Source: an optimization exercise on an open RTL-to-GDS flow (aim: small area, a short achievable clock period and few clock cycles). Production flows keep margins and buffers that such runs may drop.
Only simulation tests tie the RTL to the original design; equivalence was not proved.

Design geofence, start of the top module:
module geofence (clk, reset, X, Y, valid, is_inside);
  input clk;
  input reset;
  input [9:0] X;
  input [9:0] Y;
  output valid;
  output is_inside;
  localparam S_IN = 2'd0, S_SCAN = 2'd1, S_PAIR = 2'd2, S_WAIT = 2'd3;
  reg [1:0] st;
  reg [3:0] cnt;
  reg [2:0] scfg;
  reg [2:0] mask;
  reg [1:0] tp;
  reg       opp, hf;
  reg [2:0] ph, rnd;
  reg       res_q, rpos_q;
  reg [5:1] cmpm;           
  reg       dec, wrd, wrc;  
  reg [9:0] tx, ty;
  always @(posedge clk) if (st == S_IN && cnt == 4'd1) begin tx <= X; ty <= Y; end
  wire [10:0] dxp = {1'b0, X} - {1'b0, tx};
  wire [10:0] dxm = {1'b0, tx} - {1'b0, X};
  wire [10:0] dyp = {1'b0, Y} - {1'b0, ty};
  wire [10:0] dym = {1'b0, ty} - {1'b0, Y};
  wire        sxn = dxp[10];
  wire        syn = dyp[10];
  wire [9:0]  mxn = sxn ? dxm[9:0] : dxp[9:0];
  wire [9:0]  myn = syn ? dym[9:0] : dyp[9:0];
  reg [21:0] dr0, dr1, dr2, dr3, dr4, dr5;
  wire wr_d = wrd;
  always @(posedge clk) begin
    dr0 <= wr_d ? {sxn, mxn, syn, myn} : dr5;
    dr1 <= dr0; dr2 <= dr1; dr3 <= dr2; dr4 <= dr3; dr5 <= dr4;
  end
  wire       bsx = dr0[21];
  ...
For scale: roughly 1,600 cells after synthesis, ~360 flip-flops, ~24 I/O pins, roughly 17,000 um^2 of cells after synthesis.
clock: 5.5 ns
lec_check: 0
abc_clock_period_in_ps: 3000
cap_margin: 20
core_margin: 2
core_utilization: 40
setup_slack_margin: 2.5
slew_margin: 20
run.sh (not shown) runs the stock make flow with config.mk's settings and CLKGATE_MAP_FILE= SYNTH_SCRIPT=/design/flow/synth_recipe.tcl, a recipe that flattens the netlist after the stock synthesis.
Testbench counts at the start, summed over its fixed seeds: cycles 18,492.
Then changed:
--- a/flow/design.v
+++ b/flow/design.v
@@ -1,14 +1,14 @@
 module geofence (clk, reset, X, Y, valid, is_inside);
   input clk;
   input reset;
   input [9:0] X;
   input [9:0] Y;
-  output valid;
-  output is_inside;
+  output reg valid;
+  output reg is_inside;
   localparam S_IN = 2'd0, S_SCAN = 2'd1, S_PAIR = 2'd2, S_WAIT = 2'd3;
   reg [1:0] st;
   reg [3:0] cnt;
   reg [2:0] scfg;
   reg [2:0] mask;
   reg [1:0] tp;
   reg       opp, hf;
@@ -83,38 +83,27 @@
   always @(posedge clk) begin
     cr <= sc[9:0]; cd <= bd; cd3 <= bd3; cq <= sc[11:10]; cquad <= bquad; ch1 <= bh1;
   end
   wire [11:0] sd = r4step(cr, cd, cd3);
   wire [3:0]  q4 = {cq, sd[11:10]};
   wire [9:0]  rem = sd[9:0];
   wire [6:0]  code = {cquad, ch1, ch1 ? ~q4 : q4};
-  wire [3:0]  chi = {cquad[0], ch1, ch1 ? ~cq : cq};    
   reg [9:0] e0, e1, e2, e3, e4, e5;
   wire [9:0] ev [0:5];
   assign ev[0] = e0; assign ev[1] = e1; assign ev[2] = e2;
   assign ev[3] = e3; assign ev[4] = e4; assign ev[5] = e5;
-  reg [5:1] hlt, heq;
+  wire [5:0] a_p, a_n, a_a;
   genvar g;
   generate
-    for (g = 0; g < 5; g = g + 1) begin : hcg
-      always @(posedge clk) begin
-        hlt[g+1] <= chi < ev[g][8:5];
-        heq[g+1] <= chi == ev[g][8:5];
-      end
-    end
-  endgenerate
-  wire [5:0] a_p, a_n, a_a;
-  generate
     for (g = 1; g < 6; g = g + 1) begin : cmpg
-      wire lt = hlt[g] | (heq[g] & (e0[4:3] < ev[g][4:3]));
-      wire amb = heq[g] & (e0[4:3] == ev[g][4:3]);
-      wire d6 = e0[9] ^ ev[g][9] ^ lt;
+      wire [6:0] dl = e0[9:3] - ev[g][9:3];
+      wire amb = dl[5:0] == 6'd0;
       wire en = cmpm[g];
-      assign a_p[g] = en & ~amb & ~d6;
-      assign a_n[g] = en & ~amb & d6;
+      assign a_p[g] = en & ~amb & ~dl[6];
+      assign a_n[g] = en & ~amb & dl[6];
       assign a_a[g] = en & amb;
     end
   endgenerate
   assign a_p[0] = 1'b0; assign a_n[0] = 1'b0; assign a_a[0] = 1'b0;
   wire [2:0] ua = rpos_q ? 3'b100 : 3'b010;
   wire [2:0] ub = rpos_q ? 3'b010 : 3'b100;
   wire [2:0] apos = (tp == 2'd1) ? 3'd0 : (3'd7 - {1'b0, tp});    
@@ -184,16 +173,14 @@
     end
     if (b_d) rb <= rem;
     qb <= q4;
     bchk <= b_d && (brnd != 3'd0);
     blast <= brnd == 3'd5;
   end
   wire fin_scan = (st == S_SCAN) && (ins_now || (pend == 3'd0 && scfg == 3'd5));
-  assign valid = (dec && (ins_sure | out_sure)) || fin_scan;
-  assign is_inside = dec ? ins_sure : ins_now;
   always @(posedge clk or posedge reset) begin
     if (reset) begin
       st <= S_IN;
       cnt <= 4'd1;
       scfg <= 3'd0;
       mask <= 3'd0;
       tp <= 2'd1;
@@ -203,37 +190,46 @@
       rnd <= 3'd0;
       res_q <= 1'b0;
       rpos_q <= 1'b0;
       cmpm <= 5'd0;
       dec <= 1'b0;
       wrd <= 1'b0;
       wrc <= 1'b0;
+      valid <= 1'b0;
+      is_inside <= 1'b0;
     end else begin
       res_q <= res;
       rpos_q <= rpos;
+      valid <= 1'b0;
       cmpm <= (st == S_IN && cnt >= 4'd6 && cnt <= 4'd10) ? {cmpm[4:1], 1'b1} : 5'd0;
       dec <= (st == S_IN && cnt == 4'd10);
       wrd <= (st == S_IN && cnt >= 4'd1 && cnt <= 4'd6);
       wrc <= (st == S_IN && cnt >= 4'd4 && cnt <= 4'd9);
       case (st)
         S_IN: begin
           if (dec) begin
-            cnt <= 4'd1;
+            cnt <= 4'd12;
+            valid <= ins_sure | out_sure;
+            is_inside <= ins_sure;
             if (!(ins_sure | out_sure)) begin
               st <= S_SCAN;
               scfg <= 3'd0;
               mask <= 3'd0;
             end
-          end else
+          end else if (cnt == 4'd12)
+            cnt <= 4'd1;
+          else
             cnt <= cnt + 4'd1;
         end
         S_SCAN: begin
           if (fin_scan) begin
+            valid <= 1'b1;
+            is_inside <= ins_now;
             st <= S_IN;
-            cnt <= 4'd1;
+            cnt <= 4'd12;
           end else if (pend == 3'd0) begin
             scfg <= scfg + 3'd1;
             mask <= 3'd0;
           end else begin
             st <= S_PAIR;
             tp <= tsel;
             mask <= mask | tbit;
Result: The new run went through all stages and came out clean. Global-route usage is higher by 0.70 points. Synthesized area is higher by about 3.3%. Utilization is lower by 0.90 points. Via count is higher by 8.7%. Cell area is higher by about 2.4%. Fmax is higher by about 17%. Sequential share of layout area is lower by 1.6 points.
Testbench counts after the change, summed over its fixed seeds: cycles 20,092.

---

Another version of the RTL of geofence (not shown whole).
Size: about 2300 cells after synthesis, roughly 360 flip-flops, ~24 I/O pins.
clock: 5.5 ns
lec_check: 0
abc_area: 1
abc_clock_period_in_ps: 2450
cap_margin: 20
core_margin: 2
core_utilization: 55
setup_slack_margin: 3.05
slew_margin: 20
Testbench counts at the start, summed over its fixed seeds: cycles 15,988.
Edit:
--- a/flow/design.v
+++ b/flow/design.v
@@ -88,17 +88,15 @@
   wire [11:0] x3 = {2'b00, bax} + {1'b0, bax, 1'b0};
   wire [11:0] y3 = {2'b00, bay} + {1'b0, bay, 1'b0};
   wire [11:0] mx3 = lex ? x3 : y3;
   reg [9:0] br, bd;
   reg [11:0] bd3;
   reg [1:0] bquad;
-  reg       bh1, bq1;
-  wire      q1y = {bay, 1'b0} >= {1'b0, bax};
-  wire      q1x = {bax, 1'b0} >= {1'b0, bay};
+  reg       bh1;
   always @(posedge clk) begin
-    br <= n0; bd <= mxv; bd3 <= mx3; bquad <= quad; bh1 <= ~half0; bq1 <= lex ? q1y : q1x;
+    br <= n0; bd <= mxv; bd3 <= mx3; bquad <= quad; bh1 <= ~half0;
   end
   function [11:0] r4step;
     input [9:0] r;
     input [9:0] d;
     input [11:0] d3;
     reg [12:0] t1, t2, t3;
@@ -112,41 +110,40 @@
       else              r4step = {2'd0, r[7:0], 2'b00};
     end
   endfunction
   wire [11:0] sc = r4step(br, bd, bd3);
   reg [9:0] cr, cd;
   reg [11:0] cd3;
-  reg [1:0] csub, cquad;     
+  reg [1:0] cq, cquad;
   reg       ch1;
   always @(posedge clk) begin
-    cr <= sc[9:0]; cd <= bd; cd3 <= bd3; csub <= sc[11:10] ^ {2{bh1}}; cquad <= bquad; ch1 <= bh1;
+    cr <= sc[9:0]; cd <= bd; cd3 <= bd3; cq <= sc[11:10]; cquad <= bquad; ch1 <= bh1;
   end
   wire [11:0] sd = r4step(cr, cd, cd3);
-  wire [1:0]  cq = csub ^ {2{ch1}};
   wire [3:0]  q4 = {cq, sd[11:10]};
   wire [9:0]  rem = sd[9:0];
-  wire [6:0]  code = {cquad, ch1, csub, ch1 ? ~sd[11:10] : sd[11:10]};
+  wire [6:0]  code = {cquad, ch1, ch1 ? ~q4 : q4};
   reg [9:0] e0, e1, e2, e3, e4, e5;
   wire [9:0] ev [0:5];
   assign ev[0] = e0; assign ev[1] = e1; assign ev[2] = e2;
   assign ev[3] = e3; assign ev[4] = e4; assign ev[5] = e5;
   genvar g;
-  wire [6:0] cC = {bquad, bh1, bh1 ^ bq1, 3'd0};
-  wire [6:0] cD = {cquad, ch1, csub, 2'd0};
+  wire [6:0] cC = {bquad, bh1, 4'd0};
+  wire [6:0] cD = {cquad, ch1, ch1 ? ~cq : cq, 2'd0};
   wire [6:0] oC [0:4];
   assign oC[0] = cD; assign oC[1] = e0[9:3]; assign oC[2] = e1[9:3]; assign oC[3] = e2[9:3]; assign oC[4] = e3[9:3];
   reg  [4:0] ltC, eqC, ltD, eqD;
   wire [4:0] lC, qC, lD, qD, lE, qE;
   wire [4:0] dC, dD, dE;    
   generate
     for (g = 0; g < 5; g = g + 1) begin : icg
-      assign lC[g] = oC[g][5:3] > cC[5:3];
-      assign qC[g] = oC[g][5:3] == cC[5:3];
+      assign lC[g] = oC[g][5:4] > cC[5:4];
+      assign qC[g] = oC[g][5:4] == cC[5:4];
       assign dC[g] = cC[6] ^ oC[g][6] ^ lC[g];
-      assign lD[g] = ltC[g] | (eqC[g] & ~cD[2] & ev[g][5]);
-      assign qD[g] = eqC[g] & ~(cD[2] ^ ev[g][5]);
+      assign lD[g] = ltC[g] | (eqC[g] & (cD[3:2] < ev[g][6:5]));
+      assign qD[g] = eqC[g] & (cD[3:2] == ev[g][6:5]);
       assign dD[g] = cD[6] ^ ev[g][9] ^ lD[g];
       assign lE[g] = ltD[g] | (eqD[g] & (e0[4:3] < ev[g+1][4:3]));
       assign qE[g] = eqD[g] & (e0[4:3] == ev[g+1][4:3]);
       assign dE[g] = e0[9] ^ ev[g+1][9] ^ lE[g];
     end
   endgenerate
Outcome: The changed run ran to the end with no violations. Maximum frequency goes up by 1.4%. Cell count goes down by 1.6%. Synthesized cell count goes down by 2.0%. Wire length goes down by 4.5%. Die area goes down by 2.3%. Worst hold slack is worse by 0.0045 ns. Final area goes down by 2.6%.
Testbench counts after the change, summed over its fixed seeds: cycles 16,231.

---

## alpha
The RTL this note starts from:
==> flow/design.v <==
module geofence (clk, reset, X, Y, valid, is_inside);
  input clk;
  input reset;
  input [9:0] X;
  input [9:0] Y;
  output reg valid;
  output reg is_inside;
  localparam S_IN = 2'd0, S_SCAN = 2'd1, S_PAIR = 2'd2, S_WAIT = 2'd3;
  reg [1:0] st;
  reg [3:0] cnt;
  reg [2:0] scfg;
  reg [2:0] mask;
  reg [1:0] tp;
  reg       opp, hf;
  reg [2:0] ph, rnd;
  reg       res_q, rpos_q;
  reg [5:1] cmpm;           
  reg       dec, wrd, wrc;  
  reg       ewin;           
  reg       pwin, pwout;    
  reg [9:0] tx, ty;
  always @(posedge clk) if (st == S_IN && cnt == 4'd1) begin tx <= X; ty <= Y; end
  wire [10:0] dxp = {1'b0, X} - {1'b0, tx};
  wire [10:0] dxm = {1'b0, tx} - {1'b0, X};
  wire [10:0] dyp = {1'b0, Y} - {1'b0, ty};
  wire [10:0] dym = {1'b0, ty} - {1'b0, Y};
  wire        sxn = dxp[10];
  wire        syn = dyp[10];
  wire [9:0]  mxn = sxn ? dxm[9:0] : dxp[9:0];
  wire [9:0]  myn = syn ? dym[9:0] : dyp[9:0];
  reg [21:0] dr0, dr1, dr2, dr3, dr4, dr5;
  wire wr_d = wrd;
  always @(posedge clk) begin
    dr0 <= wr_d ? {sxn, mxn, syn, myn} : dr5;
    dr1 <= dr0; dr2 <= dr1; dr3 <= dr2; dr4 <= dr3; dr5 <= dr4;
  end
  wire       bsx = dr0[21];
  wire [9:0] bax = dr0[20:11];
  wire       bsy = dr0[10];
  wire [9:0] bay = dr0[9:0];
  wire nzx = |bax;
  wire nzy = |bay;
  wire q0 = ~bsx & nzx & ~bsy;
  wire q1 = (bsx | ~nzx) & ~bsy & nzy;
  wire q3 = ~bsx & bsy;
  wire [1:0] quad = {~q0 & ~q1, q1 | q3};
  wire odd = q1 | q3;
  wire lex = bay <= bax;
  wire eqx = bay == bax;
  wire half0 = odd ? (~lex | eqx) : lex;
  reg [9:0] ra, rb;         
  wire fb_a, fb_b;
  wire [9:0] n0 = fb_b ? rb : (fb_a ? ra : (lex ? bay : bax));
  wire [9:0] mxv = lex ? bax : bay;
  wire [11:0] x3 = {2'b00, bax} + {1'b0, bax, 1'b0};
  wire [11:0] y3 = {2'b00, bay} + {1'b0, bay, 1'b0};
  wire [11:0] mx3 = lex ? x3 : y3;
  reg [9:0] br, bd;
  reg [11:0] bd3;
  reg [1:0] bquad;
  reg       bh1;
  always @(posedge clk) begin
    br <= n0; bd <= mxv; bd3 <= mx3; bquad <= quad; bh1 <= ~half0;
  end
  function [11:0] r4step;
    input [9:0] r;
    input [9:0] d;
    input [11:0] d3;
    reg [12:0] t1, t2, t3;
    begin
      t1 = {1'b0, r, 2'b00} - {3'b000, d};
      t2 = {1'b0, r, 2'b00} - {2'b00, d, 1'b0};
      t3 = {1'b0, r, 2'b00} - {1'b0, d3};
      if (!t3[12])      r4step = {2'd3, t3[9:0]};
      else if (!t2[12]) r4step = {2'd2, t2[9:0]};
      else if (!t1[12]) r4step = {2'd1, t1[9:0]};
      else              r4step = {2'd0, r[7:0], 2'b00};
    end
  endfunction
  wire [11:0] sc = r4step(br, bd, bd3);
  reg [9:0] cr, cd;
  reg [11:0] cd3;
  reg [1:0] cq, cquad;
  reg       ch1;
  always @(posedge clk) begin
    cr <= sc[9:0]; cd <= bd; cd3 <= bd3; cq <= sc[11:10]; cquad <= bquad; ch1 <= bh1;
  end
  wire [11:0] sd = r4step(cr, cd, cd3);
  wire [3:0]  q4 = {cq, sd[11:10]};
  wire [9:0]  rem = sd[9:0];
  wire [6:0]  code = {cquad, ch1, ch1 ? ~q4 : q4};
  reg [9:0] e0, e1, e2, e3, e4, e5;
  wire [9:0] ev [0:5];
  assign ev[0] = e0; assign ev[1] = e1; assign ev[2] = e2;
  assign ev[3] = e3; assign ev[4] = e4; assign ev[5] = e5;
  wire [5:0] a_p, a_n, a_a;
  genvar g;
  generate
    for (g = 1; g < 6; g = g + 1) begin : cmpg
      wire [6:0] dl = e0[9:3] - ev[g][9:3];
      wire amb = dl[5:0] == 6'd0;
      wire en = cmpm[g];
      assign a_p[g] = en & ~amb & ~dl[6];
      assign a_n[g] = en & ~amb & dl[6];
      assign a_a[g] = en & amb;
    end
  endgenerate
  assign a_p[0] = 1'b0; assign a_n[0] = 1'b0; assign a_a[0] = 1'b0;
  wire [2:0] ua = rpos_q ? 3'b100 : 3'b010;
  wire [2:0] ub = rpos_q ? 3'b010 : 3'b100;
  wire [2:0] apos = (tp == 2'd1) ? 3'd0 : (3'd7 - {1'b0, tp});    
  wire [2:0] upd [0:5];
  wire [2:0] fin [0:5];
  generate
    for (g = 0; g < 6; g = g + 1) begin : updg
      assign fin[g] = (g == 0) ? {|a_n[5:1], |a_p[5:1], |a_a[5:1]}
                               : {a_p[g], a_n[g], a_a[g]};
      wire [2:0] u_fb = (res_q && g == 1) ? ub :
                        (res_q && g == apos) ? ua : 3'b000;
      assign upd[g] = fin[g] | u_fb;
    end
  endgenerate
  wire wr_c = wrc;
  always @(posedge clk) begin
    e0 <= wr_c ? {code, 3'b000} : (e5 | {7'd0, upd[5]});
    e1 <= e0 | {7'd0, upd[0]};
    e2 <= e1 | {7'd0, upd[1]};
    e3 <= e2 | {7'd0, upd[2]};
    e4 <= e3 | {7'd0, upd[3]};
    e5 <= e4 | {7'd0, upd[4]};
  end
  wire [5:0] fP, fN, fA;
  generate
    for (g = 0; g < 6; g = g + 1) begin : fg
      assign fP[g] = ev[g][2] | fin[g][2];
      assign fN[g] = ev[g][1] | fin[g][1];
      assign fA[g] = ev[g][0] | fin[g][0];
    end
  endgenerate
  wire [5:0] cur = {cmpm, 1'b1};
  wire ins_sure = &(~cur | (fP & fN));
  wire out_sure = |(~fA & ~(fP & fN));
  wire [4:0] chi5 = {cquad, ch1, ch1 ? ~cq : cq};
  wire [5:0] q_p, q_n, q_a;
  generate
    for (g = 0; g < 6; g = g + 1) begin : preg
      wire [4:0] dl = chi5 - ev[g][9:5];
      wire amb = dl[3:0] == 4'd0;
      assign q_p[g] = cur[g] & ~amb & ~dl[4];
      assign q_n[g] = cur[g] & ~amb & dl[4];
      assign q_a[g] = cur[g] & amb;
    end
  endgenerate
  wire       nP = |q_n, nN = |q_p, nA = |q_a;
  wire [5:0] gP = fP | q_p;
  wire [5:0] gN = fN | q_n;
  wire [5:0] gA = fA | q_a;
  wire pre_ins = nP & nN & &(~cur | (gP & gN));
  wire pre_out = (~nA & ~(nP & nN)) | |(cur & ~gA & ~(gP & gN));
  wire [5:0] rP = {e5[2], e4[2], e3[2], e2[2], e1[2], e0[2]};
  wire [5:0] rN = {e5[1], e4[1], e3[1], e2[1], e1[1], e0[1]};
  wire ins_now = &(rP & rN);
  reg nb1, nb2, nb3;
  always @(posedge clk) begin
    nb1 <= e2[8:3] == e3[8:3];
    nb2 <= e2[8:3] == e4[8:3];
    nb3 <= e2[8:3] == e5[8:3];
  end
  wire amb1 = nb1;
  wire amb2 = nb2;
  wire amb3 = nb3 && (scfg < 3'd3);
  wire [2:0] pend = {amb3, amb2, amb1} & ~mask;
  wire [1:0] tsel = pend[0] ? 2'd1 : (pend[1] ? 2'd2 : 2'd3);
  wire [2:0] tbit = pend[0] ? 3'b001 : (pend[1] ? 3'b010 : 3'b100);
  wire       eb9 = (tsel == 2'd1) ? e4[9] : ((tsel == 2'd2) ? e5[9] : e0[9]);
  wire inp = (st == S_PAIR);
  assign fb_a = inp && (ph == 3'd0) && (rnd != 3'd0);
  assign fb_b = inp && (rnd != 3'd0) &&
                ((tp == 2'd1) ? (ph == 3'd5) : (tp == 2'd2) ? (ph == 3'd4) : (ph == 3'd3));
  wire a_d = inp && (ph == 3'd2);
  wire b_d = inp && ((tp == 2'd1) ? (ph == 3'd1 && rnd != 3'd0) :
                     (tp == 2'd2) ? (ph == 3'd0 && rnd != 3'd0) : (ph == 3'd5));
  wire [2:0] brnd = (tp == 2'd3) ? rnd : rnd - 3'd1;
  reg [3:0] ba, qb;
  reg       bchk, blast;
  wire differ = qb != ba;
  wire res = bchk && (differ || blast);
  wire rpos = differ & ((qb > ba) ^ hf ^ opp);
  always @(posedge clk) begin
    if (a_d) begin
      ra <= rem;
      ba <= q4;
    end
    if (b_d) rb <= rem;
    qb <= q4;
    bchk <= b_d && (brnd != 3'd0);
    blast <= brnd == 3'd5;
  end
  wire fin_scan = (st == S_SCAN) && (ins_now || (pend == 3'd0 && scfg == 3'd5));
  always @(posedge clk or posedge reset) begin
    if (reset) begin
      st <= S_IN;
      cnt <= 4'd1;
      scfg <= 3'd0;
      mask <= 3'd0;
      tp <= 2'd1;
      opp <= 1'b0;
      hf <= 1'b0;
      ph <= 3'd0;
      rnd <= 3'd0;
      res_q <= 1'b0;
      rpos_q <= 1'b0;
      cmpm <= 5'd0;
      dec <= 1'b0;
      ewin <= 1'b0;
      pwin <= 1'b0;
      pwout <= 1'b0;
      wrd <= 1'b0;
      wrc <= 1'b0;
      valid <= 1'b0;
      is_inside <= 1'b0;
    end else begin
      res_q <= res;
      rpos_q <= rpos;
      valid <= 1'b0;
      cmpm <= (st == S_IN && cnt >= 4'd6 && cnt <= 4'd10) ? {cmpm[4:1], 1'b1} : 5'd0;
      dec <= (st == S_IN && cnt == 4'd10);
      ewin <= (st == S_IN && cnt >= 4'd7 && cnt <= 4'd9);
      pwin <= (st == S_IN && cnt >= 4'd6 && cnt <= 4'd9);
      pwout <= (st == S_IN && cnt == 4'd9);
      wrd <= (st == S_IN && cnt >= 4'd1 && cnt <= 4'd6);
      wrc <= (st == S_IN && cnt >= 4'd4 && cnt <= 4'd9);
      case (st)
        S_IN: begin
          scfg <= 3'd0;
          mask <= 3'd0;
          if (cnt == 4'd12)
            cnt <= 4'd1;
          else if ((ewin && ins_sure) || (pwin && pre_ins) || (pwout && pre_out)) begin
            cnt <= 4'd12;
            valid <= 1'b1;
            is_inside <= (ewin && ins_sure) || (pwin && pre_ins);
          end else if (dec) begin
            cnt <= 4'd12;
            valid <= ins_sure | out_sure;
            is_inside <= ins_sure;
            if (!(ins_sure | out_sure))
              st <= S_SCAN;
          end else
            cnt <= cnt + 4'd1;
        end
        S_SCAN: begin
          if (fin_scan) begin
            valid <= 1'b1;
            is_inside <= ins_now;
            st <= S_IN;
            cnt <= 4'd12;
          end else if (pend == 3'd0) begin
            scfg <= scfg + 3'd1;
            mask <= 3'd0;
          end else begin
            st <= S_PAIR;
            tp <= tsel;
            mask <= mask | tbit;
            opp <= e3[9] ^ eb9;
            hf <= e3[7];
            ph <= 3'd1;
            rnd <= 3'd0;
          end
        end
        default: begin  
          if (ph == 3'd5) begin
            ph <= 3'd0;
            rnd <= rnd + 3'd1;
          end else
            ph <= ph + 3'd1;
          if (st == S_PAIR && res)
            st <= S_WAIT;
          else if (st == S_WAIT && ph == 3'd5)
            st <= S_SCAN;
        end
      endcase
    end
  end
endmodule
make LEC_CHECK=0 ABC_AREA=1 ABC_CLOCK_PERIOD_IN_PS=2600 CAP_MARGIN=20 CORE_MARGIN=2 CORE_UTILIZATION=55 SETUP_SLACK_MARGIN=2.9 SLEW_MARGIN=20 finish   # period 5.5 ns
Testbench counts of alpha, summed over its fixed seeds: cycles 17,133.
Input changes introduced in beta (baseline for comparison: alpha):
diff --git a/flow/design.v b/flow/design.v
--- a/flow/design.v
+++ b/flow/design.v
@@ -16,10 +16,11 @@
   reg       res_q, rpos_q;
   reg [5:1] cmpm;           
   reg       dec, wrd, wrc;  
   reg       ewin;           
   reg       pwin, pwout;    
+  reg       cwin, cwout;    
   reg [9:0] tx, ty;
   always @(posedge clk) if (st == S_IN && cnt == 4'd1) begin tx <= X; ty <= Y; end
   wire [10:0] dxp = {1'b0, X} - {1'b0, tx};
   wire [10:0] dxm = {1'b0, tx} - {1'b0, X};
   wire [10:0] dyp = {1'b0, Y} - {1'b0, ty};
@@ -155,10 +156,33 @@
   wire [5:0] gP = fP | q_p;
   wire [5:0] gN = fN | q_n;
   wire [5:0] gA = fA | q_a;
   wire pre_ins = nP & nN & &(~cur | (gP & gN));
   wire pre_out = (~nA & ~(nP & nN)) | |(cur & ~gA & ~(gP & gN));
+  wire [2:0] oc = {bquad, bh1};
+  wire [2:0] od = {cquad, ch1};
+  wire [5:0] r_p, r_n, r_a;
+  generate
+    for (g = 0; g < 6; g = g + 1) begin : prc
+      wire [2:0] dl = oc - ev[g][9:7];
+      wire amb = dl[1:0] == 2'd0;
+      assign r_p[g] = cur[g] & ~amb & ~dl[2];
+      assign r_n[g] = cur[g] & ~amb & dl[2];
+      assign r_a[g] = cur[g] & amb;
+    end
+  endgenerate
+  wire [2:0] dlx = oc - od;
+  wire ambx = dlx[1:0] == 2'd0;
+  wire x_p = ~ambx & ~dlx[2];    
+  wire x_n = ~ambx & dlx[2];
+  wire [5:0] hP = gP | r_p;
+  wire [5:0] hN = gN | r_n;
+  wire [5:0] hA = gA | r_a;
+  wire dP = nP | x_p, dN = nN | x_n, dA = nA | ambx;
+  wire cP = |r_n | x_n, cN = |r_p | x_p, cA = |r_a | ambx;
+  wire c_ins = cP & cN & dP & dN & &(~cur | (hP & hN));
+  wire c_out = (~cA & ~(cP & cN)) | (~dA & ~(dP & dN)) | |(cur & ~hA & ~(hP & hN));
   wire [5:0] rP = {e5[2], e4[2], e3[2], e2[2], e1[2], e0[2]};
   wire [5:0] rN = {e5[1], e4[1], e3[1], e2[1], e1[1], e0[1]};
   wire ins_now = &(rP & rN);
   reg nb1, nb2, nb3;
   always @(posedge clk) begin
@@ -213,10 +237,12 @@
       cmpm <= 5'd0;
       dec <= 1'b0;
       ewin <= 1'b0;
       pwin <= 1'b0;
       pwout <= 1'b0;
+      cwin <= 1'b0;
+      cwout <= 1'b0;
       wrd <= 1'b0;
       wrc <= 1'b0;
       valid <= 1'b0;
       is_inside <= 1'b0;
     end else begin
@@ -226,22 +252,25 @@
       cmpm <= (st == S_IN && cnt >= 4'd6 && cnt <= 4'd10) ? {cmpm[4:1], 1'b1} : 5'd0;
       dec <= (st == S_IN && cnt == 4'd10);
       ewin <= (st == S_IN && cnt >= 4'd7 && cnt <= 4'd9);
       pwin <= (st == S_IN && cnt >= 4'd6 && cnt <= 4'd9);
       pwout <= (st == S_IN && cnt == 4'd9);
+      cwin <= (st == S_IN && cnt >= 4'd6 && cnt <= 4'd8);
+      cwout <= (st == S_IN && cnt == 4'd8);
       wrd <= (st == S_IN && cnt >= 4'd1 && cnt <= 4'd6);
       wrc <= (st == S_IN && cnt >= 4'd4 && cnt <= 4'd9);
       case (st)
         S_IN: begin
           scfg <= 3'd0;
           mask <= 3'd0;
           if (cnt == 4'd12)
             cnt <= 4'd1;
-          else if ((ewin && ins_sure) || (pwin && pre_ins) || (pwout && pre_out)) begin
+          else if ((ewin && ins_sure) || (pwin && pre_ins) || (pwout && pre_out) ||
+                   (cwin && c_ins) || (cwout && c_out)) begin
             cnt <= 4'd12;
             valid <= 1'b1;
-            is_inside <= (ewin && ins_sure) || (pwin && pre_ins);
+            is_inside <= (ewin && ins_sure) || (pwin && pre_ins) || (cwin && c_ins);
           end else if (dec) begin
             cnt <= 4'd12;
             valid <= ins_sure | out_sure;
             is_inside <= ins_sure;
             if (!(ins_sure | out_sure))
==> comparison <==
Both conditions hold for beta: the flow ran to the end and the final layout passed the timing, DRC and antenna checks.
Placement row count: beta > alpha
Diff alpha and beta: final net count lower in alpha
Summary of the comparison: sequential portion of the cell area is lower in beta, relative to alpha.
Setup slack, alpha and beta: smaller value in beta
The area after synthesis in beta sits 0.0010 mm^2 above the value recorded for alpha.
Compared with alpha, in beta y dimension of the die increased 2.6%, post-route cell area increased 6.8%.
Testbench counts of beta, summed over its fixed seeds: cycles 16,138.

==> static timing again, ports no longer ideal <==
In the flow no input, the clock included, has a driving cell. The finished layouts below were timed again as built, in two steps. Step 1 assumes that a clkbuf_16 drives the clock port and a buf_2 every other input. Step 2 times the ports against the registers' clock, not the clock port: input delays grow and output delays shrink by t, the midpoint of the rising clock arrivals with the driver on. a / b / c = ideal ports / drivers / drivers and shift; a / b = the first two.
| run | t (ns) | setup slack, ns | clock arrival spread, ns | pins driven straight from the clock port |
|---|---|---|---|---|
| the first run of note 1 | 0.613 | 1.378 / 1.324 / 1.600 | 0.029 / 0.029 | 1 |
| the second run of note 1 | 0.583 | 1.962 / 1.962 / 1.677 | 0.016 / 0.016 | 1 |
| the first run of note 2 | 0.593 | 2.847 / 2.847 / 2.341 | 0.017 / 0.017 | 1 |
| the second run of note 2 | 0.597 | 2.885 / 2.885 / 2.377 | 0.019 / 0.019 | 1 |
| alpha | 0.599 | 2.682 / 2.682 / 2.147 | 0.016 / 0.017 | 1 |
| beta | 0.623 | 2.624 / 2.624 / 2.123 | 0.027 / 0.028 | 1 |
After both steps every run listed still meets setup and hold. The setup slack of alpha, which loses most, moves by 0.000 ns with the drivers and by -0.535 ns with both steps.
